From an optimization exercise on the open Yosys and OpenROAD flow, aimed at small area; shortcuts taken in it are not production practice. In this exercise RTL edits were held to simulation tests only and were not proved equivalent to the original. The flow treats the clock pin as an ideal source, which a real chip does not have. Power is estimated from default activity; no workload was simulated.

==> run a: inputs <==
// iic_if
module		iic_if
(
	input			RSTN,
	input			MCK,
	input			iSCL,
	input			iSDA,
	output			SDO,				 
	input	[ 6:0]	SLAVE,				 
	input	[ 3:0]	SDO_MARGIN,			 
	output	reg		SLAVE_EN,
	input	[31:0]	MDO,
	output	[15:0]	MAD,
	output	[31:0]	MDI,
	output	[31:0]	MBE,
	output			MWE,
	output			MRE
);
	reg				SCL;
	reg				SDA;
	always @(posedge MCK) begin
		SCL <= iSCL;
		SDA <= iSDA;
	end
	reg				SCL_Q;
	always @(posedge MCK or negedge RSTN) begin
		if(!RSTN)			SCL_Q <= 1'd1;
		else				SCL_Q <= SCL;
	end
	reg				SDA_Q;
	always @(posedge MCK) begin
		SDA_Q <= SDA;
	end
	wire			SCL_RE = SCL & ~SCL_Q;
	wire			SCL_FE = ~SCL & SCL_Q;
	wire			SDA_RE = SDA & ~SDA_Q;
	wire			SDA_FE = ~SDA & SDA_Q;
	reg				SP_T1;
	always @(posedge MCK or negedge RSTN) begin
		if(!RSTN)		SP_T1 <= 1'd0;
		else if(SDA_FE)	SP_T1 <= SCL;
	end
	reg				SP_T2;
	always @(posedge MCK or negedge RSTN) begin
		if(!RSTN)		SP_T2 <= 1'd0;
		else if(SCL_RE)	SP_T2 <= SP_T1;
	end
	wire			SP = SP_T1 & ~SP_T2;
	reg				EP;
	always @(posedge MCK or negedge RSTN) begin
		if(!RSTN)		EP <= 1'd1;
		else if(SDA_RE)	EP <= SCL;
	end
	wire			SDA_EN = ~EP | SP_T1;
	reg		[ 3:0]	SDA_CNT;
	wire			SDA_CNT_RS = SDA_CNT == 4'h8;
	wire			SDA_CNTE = SDA_CNT == 4'd7;
	always @(posedge MCK or negedge RSTN) begin
		if(!RSTN)			SDA_CNT <= 4'h0;
		else if(SCL_RE) begin
			if(SP | ~SDA_EN | SDA_CNT_RS)	SDA_CNT <= 4'h0;
			else							SDA_CNT <= SDA_CNT + 4'h1;
		end
	end
	reg		[ 2:0]	DCNT;
	always @(posedge MCK or negedge RSTN) begin
		if(!RSTN)			DCNT <= 3'd0;
		else if(SCL_RE) begin
			if(SP)			DCNT <= 3'd0;
			else if(SDA_CNT_RS & (~&DCNT))	DCNT <= DCNT + 3'd1;
		end
	end
	reg		[ 2:0]	RCNT;
	reg				RCNT_SCL;
	always @(posedge MCK) begin
		if(SCL_RE | SDA_RE)	RCNT <= 3'd0;
		else if(~&RCNT)		RCNT <= RCNT + 3'd1;
		if(SCL_RE)			RCNT_SCL <= 1'd1;
  ...
==> flow/config.mk <==
export PLATFORM = sky130hd
export DESIGN_NAME = iic_if
export DESIGN_NICKNAME = iic_if
export VERILOG_FILES = /design/flow/design.v
export SDC_FILE = /design/flow/constraint.sdc
export NUM_CORES = 4
export LEC_CHECK = 0
export ABC_AREA = 1
export CAP_MARGIN = 20
export CORE_MARGIN = 2
export CORE_UTILIZATION = 65
export PLACE_DENSITY = 0.75
export SLEW_MARGIN = 20
==> flow/constraint.sdc <==
create_clock -name core_clock -period 5.0 [get_ports {MCK}]
set_input_delay 1.0000 -clock core_clock [delete_from_list [all_inputs] [get_ports {MCK}]]
set_output_delay 1.0000 -clock core_clock [all_outputs]
set_load 0.01 [all_outputs]
standard.sh (not shown) runs the stock make flow with config.mk's settings and CLKGATE_MAP_FILE= SYNTH_SCRIPT=/design/flow/synth_recipe.tcl, a recipe that flattens the netlist after the stock synthesis.
==> flow/flow/run.sh <==
#!/bin/bash
# Standard ORFS layout with: the standard synthesis re-mapped for area (flip-flops
# untouched, equivalence proven, else the standard netlist is kept), the smallest
# buffer on each port, a clock tree of small clock buffers without dummy loads
# (leaves upsized where the clock slew is high), and cells with spare slack
# downsized after placement.
set -euo pipefail
W=$PWD
R=$W/orfs/results/$FLOW_PLATFORM/iic_if/base
YOSYS=$FLOW_HOME/../tools/install/yosys/bin/yosys
[[ -x $YOSYS ]] || YOSYS=yosys
export BUFFER_PORTS_ARGS="-buffer_cell sky130_fd_sc_hd__buf_1"
export CTS_ARGS="-sink_clustering_enable -repair_clock_nets -dont_use_dummy_load -buf_list sky130_fd_sc_hd__clkbuf_4 -sink_clustering_size 20"
export POST_CTS_TCL="$W/flow/post_cts.tcl"
export POST_RESIZE_TCL="$W/flow/post_resize.tcl"

bash standard.sh synth > synth.log 2>&1

export REMAP_LIB=$FLOW_HOME/platforms/$FLOW_PLATFORM/lib/sky130_fd_sc_hd__tt_025C_1v80.lib
export REMAP_DONT_USE=$W/flow/dont_use.txt
export REMAP_TOP=$FLOW_TOP
export REMAP_IN=$W/std_synth.v
cp $R/1_2_yosys.v $REMAP_IN
# try several ABC scripts; keep the smallest netlist proven equivalent
best=""; best_area=""
for abc in $W/flow/remap*.abc; do
  n=$(basename $abc .abc)
  export REMAP_ABC=$abc REMAP_OUT=$W/$n.v
  if $YOSYS -c $W/flow/remap.tcl > $n.log 2>&1 && $YOSYS -c $W/flow/eqv.tcl > ${n}_eqv.log 2>&1; then
    a=$(grep "Chip area for top module" $n.log | tail -1 | awk '{print $NF}')
    echo "remap: $n area $a (proven equivalent)" | tee -a remap.log
    if [[ -z $best_area ]] || awk -v a=$a -v b=$best_area 'BEGIN{exit !(a<b)}'; then best=$REMAP_OUT; best_area=$a; fi
  else
    echo "remap: $n failed" | tee -a remap.log
  fi
done
if [[ -n $best ]]; then
  echo "remap: using $best ($best_area)" | tee -a remap.log
  cp $best $R/1_2_yosys.v
  rm -f $R/1_synth.odb $R/1_synth.sdc
  bash standard.sh synth > synth2.log 2>&1
else
  echo "remap: keeping the standard netlist" | tee -a remap.log
fi

bash standard.sh > standard.log 2>&1
==> flow/flow/eqv.tcl <==
# Prove the re-mapped netlist equivalent to the standard one (registers paired by name).
set lib $::env(REMAP_LIB)
yosys read_liberty -ignore_miss_func $lib
yosys read_verilog $::env(REMAP_IN)
yosys rename $::env(REMAP_TOP) gold
yosys read_verilog $::env(REMAP_OUT)
yosys rename $::env(REMAP_TOP) gate
yosys flatten gold gate
# pair only ports and registers: hide the netlists' auto-generated names
yosys rename -hide gold/w:_* gate/w:_* gold/c:_* gate/c:_*
yosys async2sync
yosys opt_clean
yosys equiv_make gold gate equiv
yosys equiv_simple -seq 2
yosys equiv_induct
yosys equiv_status -assert
==> flow/flow/remap.tcl <==
# Re-map the combinational logic of the standard synthesis netlist for area.
# Flip-flop instances (names and cell types) are kept as they are.
set lib $::env(REMAP_LIB)
set dont_use {}
set f [open $::env(REMAP_DONT_USE)]
foreach c [split [read $f] "\n"] { if {$c ne ""} { lappend dont_use -dont_use $c } }
close $f
yosys read_liberty -overwrite -setattr liberty_cell -ignore_miss_func $lib
yosys read_verilog -overwrite $::env(REMAP_IN)
yosys hierarchy -top $::env(REMAP_TOP)
# sequential cells and tie cells stay as instances
foreach m [yosys tee -q -s result.string ls] {}
foreach c {dfrtp dfstp dfxtp edfxtp dfrbp dfbbp dfbbn dfsbp edfxbp dfrtn dfxbp sdfrtp sdfstp sdfxtp dlxtp dlxtn dlrtp conb} {
  foreach d {1 2 4} {
    catch { yosys setattr -mod -set keep_hierarchy 1 sky130_fd_sc_hd__${c}_$d }
  }
}
yosys flatten
yosys opt -purge
yosys abc -liberty $lib -script $::env(REMAP_ABC) {*}$dont_use
yosys opt_clean -purge
yosys stat -liberty $lib
yosys select -module $::env(REMAP_TOP)
yosys write_verilog -noattr -selected $::env(REMAP_OUT)
==> flow/flow/remap1.abc <==
strash
ifraig
dc2
dch -f
amap
topo
==> flow/flow/remap2.abc <==
strash
dc2
dch -f
amap
topo
==> flow/flow/remap3.abc <==
strash
dch -f
amap
topo
==> flow/flow/remap4.abc <==
strash
ifraig
resub -K 8
dc2
dch -f
amap
topo
==> flow/flow/remap5.abc <==
strash
dc2
dch -f
amap
strash
dc2
dch -f
amap
topo
==> flow/flow/remap6.abc <==
strash
ifraig
drw
drf
dc2
dch -f
amap
topo
==> flow/flow/remap7.abc <==
strash
dc2
dch -f
amap -m
topo
==> flow/flow/remap8.abc <==
strash
dc2
irw
dch -f
amap
topo
==> flow/flow/remap9.abc <==
strash
&get -n
&deepsyn -T 20
&put
dc2
dch -f
amap
topo
==> flow/flow/remapa.abc <==
strash
&get -n
&deepsyn -T 20 -S 7
&put
dch -f
amap
topo
==> flow/flow/remapb.abc <==
strash
ifraig
dc2
dch -f
amap -m
topo
Other scripts of this flow, unchanged in this note and not shown: flow/flow/dont_use.txt, flow/flow/post_cts.tcl, flow/flow/post_resize.tcl
==> run b: changes against run a <==
--- a/flow/design.v
+++ b/flow/design.v
@@ -11,29 +11,34 @@
 	input	[31:0]	MDO,
 	output	[15:0]	MAD,
 	output	[31:0]	MDI,
 	output	[31:0]	MBE,
 	output			MWE,
 	output			MRE
 );
 	reg				SCL;
+	always @(posedge MCK or negedge RSTN) begin
+		if(!RSTN)			SCL <= 1'd1;
+		else				SCL <= iSCL;
+	end
 	reg				SDA;
-	always @(posedge MCK) begin
-		SCL <= iSCL;
-		SDA <= iSDA;
+	always @(posedge MCK or negedge RSTN) begin
+		if(!RSTN)			SDA <= 1'd0;
+		else				SDA <= iSDA;
 	end
 	reg				SCL_Q;
 	always @(posedge MCK or negedge RSTN) begin
 		if(!RSTN)			SCL_Q <= 1'd1;
 		else				SCL_Q <= SCL;
 	end
 	reg				SDA_Q;
-	always @(posedge MCK) begin
-		SDA_Q <= SDA;
+	always @(posedge MCK or negedge RSTN) begin
+		if(!RSTN)			SDA_Q <= 1'd0;
+		else				SDA_Q <= SDA;
 	end
 	wire			SCL_RE = SCL & ~SCL_Q;
 	wire			SCL_FE = ~SCL & SCL_Q;
 	wire			SDA_RE = SDA & ~SDA_Q;
 	wire			SDA_FE = ~SDA & SDA_Q;
 	reg				SP_T1;
 	always @(posedge MCK or negedge RSTN) begin
 		if(!RSTN)		SP_T1 <= 1'd0;
@@ -98,19 +103,20 @@
 	reg				RW;
 	always @(posedge MCK or negedge RSTN) begin
 		if(!RSTN)			RW <= 1'd0;
 		else if(SCL_RE) begin
 			if(SDA_SFT1_CT)	RW <= SDA_SFT[0];
 			else if(RW & SDA_CNTE & SDA)	RW <= 1'd0;
 		end
 	end
-	reg				RW_1D;				 
-	always @(posedge MCK) begin
-		if(SCL_RE)			RW_1D <= RW;
+	reg				RW_1D;
+	always @(posedge MCK or negedge RSTN) begin
+		if(!RSTN)			RW_1D <= 1'd0;
+		else if(SCL_RE)		RW_1D <= RW;
 	end
 	reg		[ 7:0]	ADH;
 	wire			ADH_CT = SDA_CNTE & ((DCNT == 3'd1) | ((DCNT == 3'd2) & (SP | ~SDA_EN)));
 	always @(posedge MCK) begin
 		if(SCL_RE & ADH_CT)	ADH <= SDA_SFT;
 	end
 	wire			ADE = ACT & (DCNT == 3'd2) & ID_OK_T2 & ~RW_1D;
 	reg		[15:0]	MAD16;
==> flow/flow/run.sh (replaced) <==
#!/bin/bash
# Standard ORFS layout with: the standard synthesis re-mapped for area (flip-flops
# untouched, equivalence proven, else the standard netlist is kept), the smallest
# buffer on each port, a clock tree of small clock buffers without dummy loads
# (leaves upsized where the clock slew is high), and cells with spare slack
# downsized after placement.
set -euo pipefail
W=$PWD
R=$W/orfs/results/$FLOW_PLATFORM/iic_if/base
YOSYS=$FLOW_HOME/../tools/install/yosys/bin/yosys
[[ -x $YOSYS ]] || YOSYS=yosys
export BUFFER_PORTS_ARGS="-buffer_cell sky130_fd_sc_hd__buf_1"
export CTS_ARGS="-sink_clustering_enable -repair_clock_nets -dont_use_dummy_load -buf_list sky130_fd_sc_hd__clkbuf_4 -sink_clustering_size 20"
export POST_CTS_TCL="$W/flow/post_cts.tcl"
export POST_RESIZE_TCL="$W/flow/post_resize.tcl"

bash standard.sh synth > synth.log 2>&1

export REMAP_LIB=$FLOW_HOME/platforms/$FLOW_PLATFORM/lib/sky130_fd_sc_hd__tt_025C_1v80.lib
export REMAP_DONT_USE=$W/flow/dont_use.txt
export REMAP_ABC=$W/flow/remap.abc
export REMAP_TOP=$FLOW_TOP
export REMAP_IN=$W/std_synth.v
export REMAP_OUT=$W/remap_synth.v
cp $R/1_2_yosys.v $REMAP_IN
if $YOSYS -c $W/flow/remap.tcl > remap.log 2>&1 && $YOSYS -c $W/flow/eqv.tcl > remap_eqv.log 2>&1; then
  echo "remap: using the re-mapped netlist" | tee -a remap.log
  cp $REMAP_OUT $R/1_2_yosys.v
  rm -f $R/1_synth.odb $R/1_synth.sdc
  bash standard.sh synth > synth2.log 2>&1
else
  echo "remap: failed, keeping the standard netlist" | tee -a remap.log
fi

bash standard.sh > standard.log 2>&1
==> flow/flow/eqv.tcl (replaced) <==
# Prove the re-mapped netlist equivalent to the standard one (registers paired by name).
set lib $::env(REMAP_LIB)
yosys read_liberty -ignore_miss_func $lib
yosys read_verilog $::env(REMAP_IN)
yosys rename $::env(REMAP_TOP) gold
yosys read_verilog $::env(REMAP_OUT)
yosys rename $::env(REMAP_TOP) gate
yosys flatten gold gate
yosys async2sync
yosys opt_clean
yosys equiv_make gold gate equiv
yosys equiv_simple -seq 2
yosys equiv_induct
yosys equiv_status -assert
==> flow/flow/remap.abc (new file) <==
strash
ifraig
dc2
dch -f
amap
topo
removed: flow/flow/remap1.abc
removed: flow/flow/remap2.abc
removed: flow/flow/remap3.abc
removed: flow/flow/remap4.abc
removed: flow/flow/remap5.abc
removed: flow/flow/remap6.abc
removed: flow/flow/remap7.abc
removed: flow/flow/remap8.abc
removed: flow/flow/remap9.abc
removed: flow/flow/remapa.abc
removed: flow/flow/remapb.abc
==> run c: changes against run a <==
--- a/flow/design.v
+++ b/flow/design.v
@@ -172,26 +172,27 @@
 	reg				REN_NT;
 	always @(posedge MCK or negedge RSTN) begin
 		if(!RSTN)			REN_NT <= 1'd0;
 		else if(SCL_FE)		REN_NT <= REN;
 	end
 	wire			REN_N = REN_NT & ~EP;
 	wire			SDO_T2 = REN_N ? SDO_T : ~ACK;
 	reg				SDO_V;
-	reg		[ 4:0]	SDO_P;
+	reg		[ 4:0]	SDO_P;				 
+	wire			SDO_PE = SDO_P == 5'b11101;
 	always @(posedge MCK or negedge RSTN) begin
 		if(!RSTN) begin
 			SDO_V <= 1'd1;
-			SDO_P <= 5'd0;
+			SDO_P <= 5'b11101;
 		end
 		else begin
 			SDO_V <= SDO_T2;
-			if(SDO_T2 ^ SDO_V)	SDO_P <= {1'b0, SDO_MARGIN} + 5'd3;
-			else if(|SDO_P)		SDO_P <= SDO_P - 5'd1;
+			if(SDO_T2 ^ SDO_V)	SDO_P <= {1'b0, SDO_MARGIN};
+			else if(~SDO_PE)	SDO_P <= SDO_P - 5'd1;
 		end
 	end
-	assign			SDO = SDO_V ^ (|SDO_P);
+	assign			SDO = SDO_V ^ ~SDO_PE;
 	always @(posedge MCK or negedge RSTN) begin
 		if(!RSTN)			SLAVE_EN <= 1'd0;
 		else if(SCL_FE)		SLAVE_EN <= (REN_T|ACK_T1)&(~ID_OK);
 	end
 endmodule
--- a/flow/flow/run.sh
+++ b/flow/flow/run.sh
@@ -16,29 +16,21 @@
 
 bash standard.sh synth > synth.log 2>&1
 
 export REMAP_LIB=$FLOW_HOME/platforms/$FLOW_PLATFORM/lib/sky130_fd_sc_hd__tt_025C_1v80.lib
 export REMAP_DONT_USE=$W/flow/dont_use.txt
 export REMAP_TOP=$FLOW_TOP
 export REMAP_IN=$W/std_synth.v
 cp $R/1_2_yosys.v $REMAP_IN
-# try several ABC scripts; keep the smallest netlist proven equivalent
-best=""; best_area=""
-for abc in $W/flow/remap*.abc; do
-  n=$(basename $abc .abc)
-  export REMAP_ABC=$abc REMAP_OUT=$W/$n.v
-  if $YOSYS -c $W/flow/remap.tcl > $n.log 2>&1 && $YOSYS -c $W/flow/eqv.tcl > ${n}_eqv.log 2>&1; then
-    a=$(grep "Chip area for top module" $n.log | tail -1 | awk '{print $NF}')
-    echo "remap: $n area $a (proven equivalent)" | tee -a remap.log
-    if [[ -z $best_area ]] || awk -v a=$a -v b=$best_area 'BEGIN{exit !(a<b)}'; then best=$REMAP_OUT; best_area=$a; fi
-  else
-    echo "remap: $n failed" | tee -a remap.log
-  fi
-done
+# try several ABC scripts in parallel; keep the smallest netlist proven equivalent
+ls $W/flow/remap*.abc | xargs -P ${NUM_CORES:-4} -I{} bash $W/flow/remap_one.sh {} $W $YOSYS > remap_results.txt
+cat remap_results.txt >> remap.log
+best=$(grep -v '^failed' remap_results.txt | sort -g | head -1 | awk '{print $2}' || true)
+best_area=$(grep -v '^failed' remap_results.txt | sort -g | head -1 | awk '{print $1}' || true)
 if [[ -n $best ]]; then
   echo "remap: using $best ($best_area)" | tee -a remap.log
   cp $best $R/1_2_yosys.v
   rm -f $R/1_synth.odb $R/1_synth.sdc
   bash standard.sh synth > synth2.log 2>&1
 else
   echo "remap: keeping the standard netlist" | tee -a remap.log
 fi
==> flow/flow/remap_one.sh (new file) <==
#!/bin/bash
# re-map with one ABC script and prove the result equivalent; prints "area file" on success
abc=$1; W=$2; YOSYS=$3
n=$(basename $abc .abc)
export REMAP_ABC=$abc REMAP_OUT=$W/$n.v
if $YOSYS -c $W/flow/remap.tcl > $W/$n.log 2>&1 && $YOSYS -c $W/flow/eqv.tcl > $W/${n}_eqv.log 2>&1; then
  echo "$(grep 'Chip area for top module' $W/$n.log | tail -1 | awk '{print $NF}') $REMAP_OUT"
else
  echo "failed $REMAP_OUT"
fi
==> flow/flow/remapd1.abc (new file) <==
strash
&get -n
&deepsyn -T 30 -S 1
&put
dch -f
amap
topo
==> flow/flow/remapd2.abc (new file) <==
strash
&get -n
&deepsyn -T 30 -S 2
&put
dch -f
amap
topo
==> flow/flow/remapd3.abc (new file) <==
strash
&get -n
&deepsyn -T 30 -S 3
&put
dch -f
amap
topo
==> flow/flow/remapd4.abc (new file) <==
strash
&get -n
&deepsyn -T 30 -S 4
&put
dch -f
amap
topo
==> flow/flow/remapd5.abc (new file) <==
strash
&get -n
&deepsyn -T 30 -S 5
&put
dch -f
amap
topo
==> flow/flow/remapd6.abc (new file) <==
strash
&get -n
&deepsyn -T 30 -S 6
&put
dch -f
amap
topo
==> flow/flow/remapd7.abc (new file) <==
strash
&get -n
&deepsyn -T 30 -S 7
&put
dch -f
amap
topo
==> flow/flow/remapd8.abc (new file) <==
strash
&get -n
&deepsyn -T 30 -S 8
&put
dch -f
amap
topo
==> flow/flow/remape1.abc (new file) <==
strash
&get -n
&deepsyn -T 30 -S 1
&put
dch
amap
topo
==> flow/flow/remape2.abc (new file) <==
strash
&get -n
&deepsyn -T 30 -S 2
&put
dch
amap
topo
==> flow/flow/remape3.abc (new file) <==
strash
&get -n
&deepsyn -T 30 -S 3
&put
dch
amap
topo
==> flow/flow/remape4.abc (new file) <==
strash
&get -n
&deepsyn -T 30 -S 4
&put
dch
amap
topo
CORE_UTILIZATION = 75   (was 65)
PLACE_DENSITY = 0.85   (was 0.75)
removed: flow/flow/remap9.abc
removed: flow/flow/remapa.abc
==> run d: changes against run a <==
--- a/flow/design.v
+++ b/flow/design.v
@@ -11,29 +11,34 @@
 	input	[31:0]	MDO,
 	output	[15:0]	MAD,
 	output	[31:0]	MDI,
 	output	[31:0]	MBE,
 	output			MWE,
 	output			MRE
 );
 	reg				SCL;
+	always @(posedge MCK or negedge RSTN) begin
+		if(!RSTN)			SCL <= 1'd1;
+		else				SCL <= iSCL;
+	end
 	reg				SDA;
-	always @(posedge MCK) begin
-		SCL <= iSCL;
-		SDA <= iSDA;
+	always @(posedge MCK or negedge RSTN) begin
+		if(!RSTN)			SDA <= 1'd0;
+		else				SDA <= iSDA;
 	end
 	reg				SCL_Q;
 	always @(posedge MCK or negedge RSTN) begin
 		if(!RSTN)			SCL_Q <= 1'd1;
 		else				SCL_Q <= SCL;
 	end
 	reg				SDA_Q;
-	always @(posedge MCK) begin
-		SDA_Q <= SDA;
+	always @(posedge MCK or negedge RSTN) begin
+		if(!RSTN)			SDA_Q <= 1'd0;
+		else				SDA_Q <= SDA;
 	end
 	wire			SCL_RE = SCL & ~SCL_Q;
 	wire			SCL_FE = ~SCL & SCL_Q;
 	wire			SDA_RE = SDA & ~SDA_Q;
 	wire			SDA_FE = ~SDA & SDA_Q;
 	reg				SP_T1;
 	always @(posedge MCK or negedge RSTN) begin
 		if(!RSTN)		SP_T1 <= 1'd0;
@@ -98,19 +103,20 @@
 	reg				RW;
 	always @(posedge MCK or negedge RSTN) begin
 		if(!RSTN)			RW <= 1'd0;
 		else if(SCL_RE) begin
 			if(SDA_SFT1_CT)	RW <= SDA_SFT[0];
 			else if(RW & SDA_CNTE & SDA)	RW <= 1'd0;
 		end
 	end
-	reg				RW_1D;				 
-	always @(posedge MCK) begin
-		if(SCL_RE)			RW_1D <= RW;
+	reg				RW_1D;
+	always @(posedge MCK or negedge RSTN) begin
+		if(!RSTN)			RW_1D <= 1'd0;
+		else if(SCL_RE)		RW_1D <= RW;
 	end
 	reg		[ 7:0]	ADH;
 	wire			ADH_CT = SDA_CNTE & ((DCNT == 3'd1) | ((DCNT == 3'd2) & (SP | ~SDA_EN)));
 	always @(posedge MCK) begin
 		if(SCL_RE & ADH_CT)	ADH <= SDA_SFT;
 	end
 	wire			ADE = ACT & (DCNT == 3'd2) & ID_OK_T2 & ~RW_1D;
 	reg		[15:0]	MAD16;
removed: flow/flow/remap7.abc
removed: flow/flow/remap8.abc
removed: flow/flow/remap9.abc
removed: flow/flow/remapa.abc
removed: flow/flow/remapb.abc
==> comparison table <==
| metric | run a | run d | run c | run b |
|---|---|---|---|---|
| Clk cell area share | 0.0239 | 0.0258 | 0.0253 | 0.0253 |
| Post-Synthesis Cell Area | 5300 sq um | 5330 sq um | 5230 sq um | 5400 sq um |
| Number of standard cells after synthesis | 478 | 505 | 474 | 511 |
| Cell Count, Final, Fillers Out | 736 | 764 | 709 | 772 |
| Worst Skew | 0.0309 ns | 0.0306 ns | 0.0304 ns | 0.0310 ns |
| P per Cell Area | 417 nW/um^2 | 383 nW/um^2 | 435 nW/um^2 | 413 nW/um^2 |
| Number of non-clock inverters | 74 | 57 | 66 | 81 |
| Status | finished clean | finished clean | finished clean | finished clean |
| Chip Width | 94.3 um | 94.5 um | 87.5 um | 95.2 um |
| Multi-input gate area | 1730 sq um | 1800 sq um | 1690 sq um | 1810 sq um |
| Routed wirelength normalized by instance count | 15.6 um | 15.5 um | 16.9 um | 14.8 um |
| Post-detailed-placement half-perimeter wirelength | 8.19 mm | 8.30 mm | 8.33 mm | 8.18 mm |
| Number of signal-net buffers in the layout | 139 | 137 | 138 | 139 |
| R2R cell count | 11 | 9 | 7 | 8 |
| Transition time at the pin with the least slew margin | 0.918 ns | 0.896 ns | 0.956 ns | 0.776 ns |
| FF-to-FF setup slack | 1.64 ns | 1.71 ns | 1.63 ns | 1.23 ns |
| Portion of total power attributed to sequential cells | 0.547 | 0.555 | 0.525 | 0.541 |
| Dpl cell area | 5970 sq um | 5980 sq um | 5870 sq um | 6070 sq um |
| Met1 routing resource usage after global routing | 0.374 | 0.364 | 0.413 | 0.335 |
| WL met3 | 745 um | 789 um | 884 um | 630 um |
| Wire length after detailed routing | 11.5 mm | 11.8 mm | 12.0 mm | 11.4 mm |
| Power drawn by the sequential cells | 1.40 mW | 1.31 mW | 1.38 mW | 1.40 mW |
| Site row count | 32 | 33 | 30 | 33 |
| Effective utilization at floorplan | 0.679 | 0.658 | 0.774 | 0.664 |

[what the ideal ports hide]
No port has a modelled driver above. Below, the same layouts with a new extraction and two added sets of constraints.
Step 1 (the two cells are an assumption about what drives the block):
set clk [get_ports {MCK}]
set_driving_cell -lib_cell sky130_fd_sc_hd__clkbuf_16 $clk
set_driving_cell -lib_cell sky130_fd_sc_hd__buf_2 [delete_from_list [all_inputs] $clk]
Step 2 moves the port delays by t, midway between the first and last clock arrival at a register: inputs arrive t later, outputs are due t later. That takes back most of the time a late clock gives input paths.
Three values: ideal ports, drivers, drivers and shift; two values: the first two.
run | t, ns | setup slack, ns | pins driven straight from the clock port
run a | 0.418 | 1.337 / 1.310 / 1.640 | 1
run b | 0.424 | 0.947 / 0.915 / 1.203 | 1
run c | 0.422 | 1.547 / 1.516 / 1.212 | 1
run d | 0.432 | 1.482 / 1.446 / 1.708 | 1
After both steps every run listed still meets setup and hold. The setup slack of run c, which loses most, moves by -0.031 ns with the drivers and by -0.335 ns with both steps.
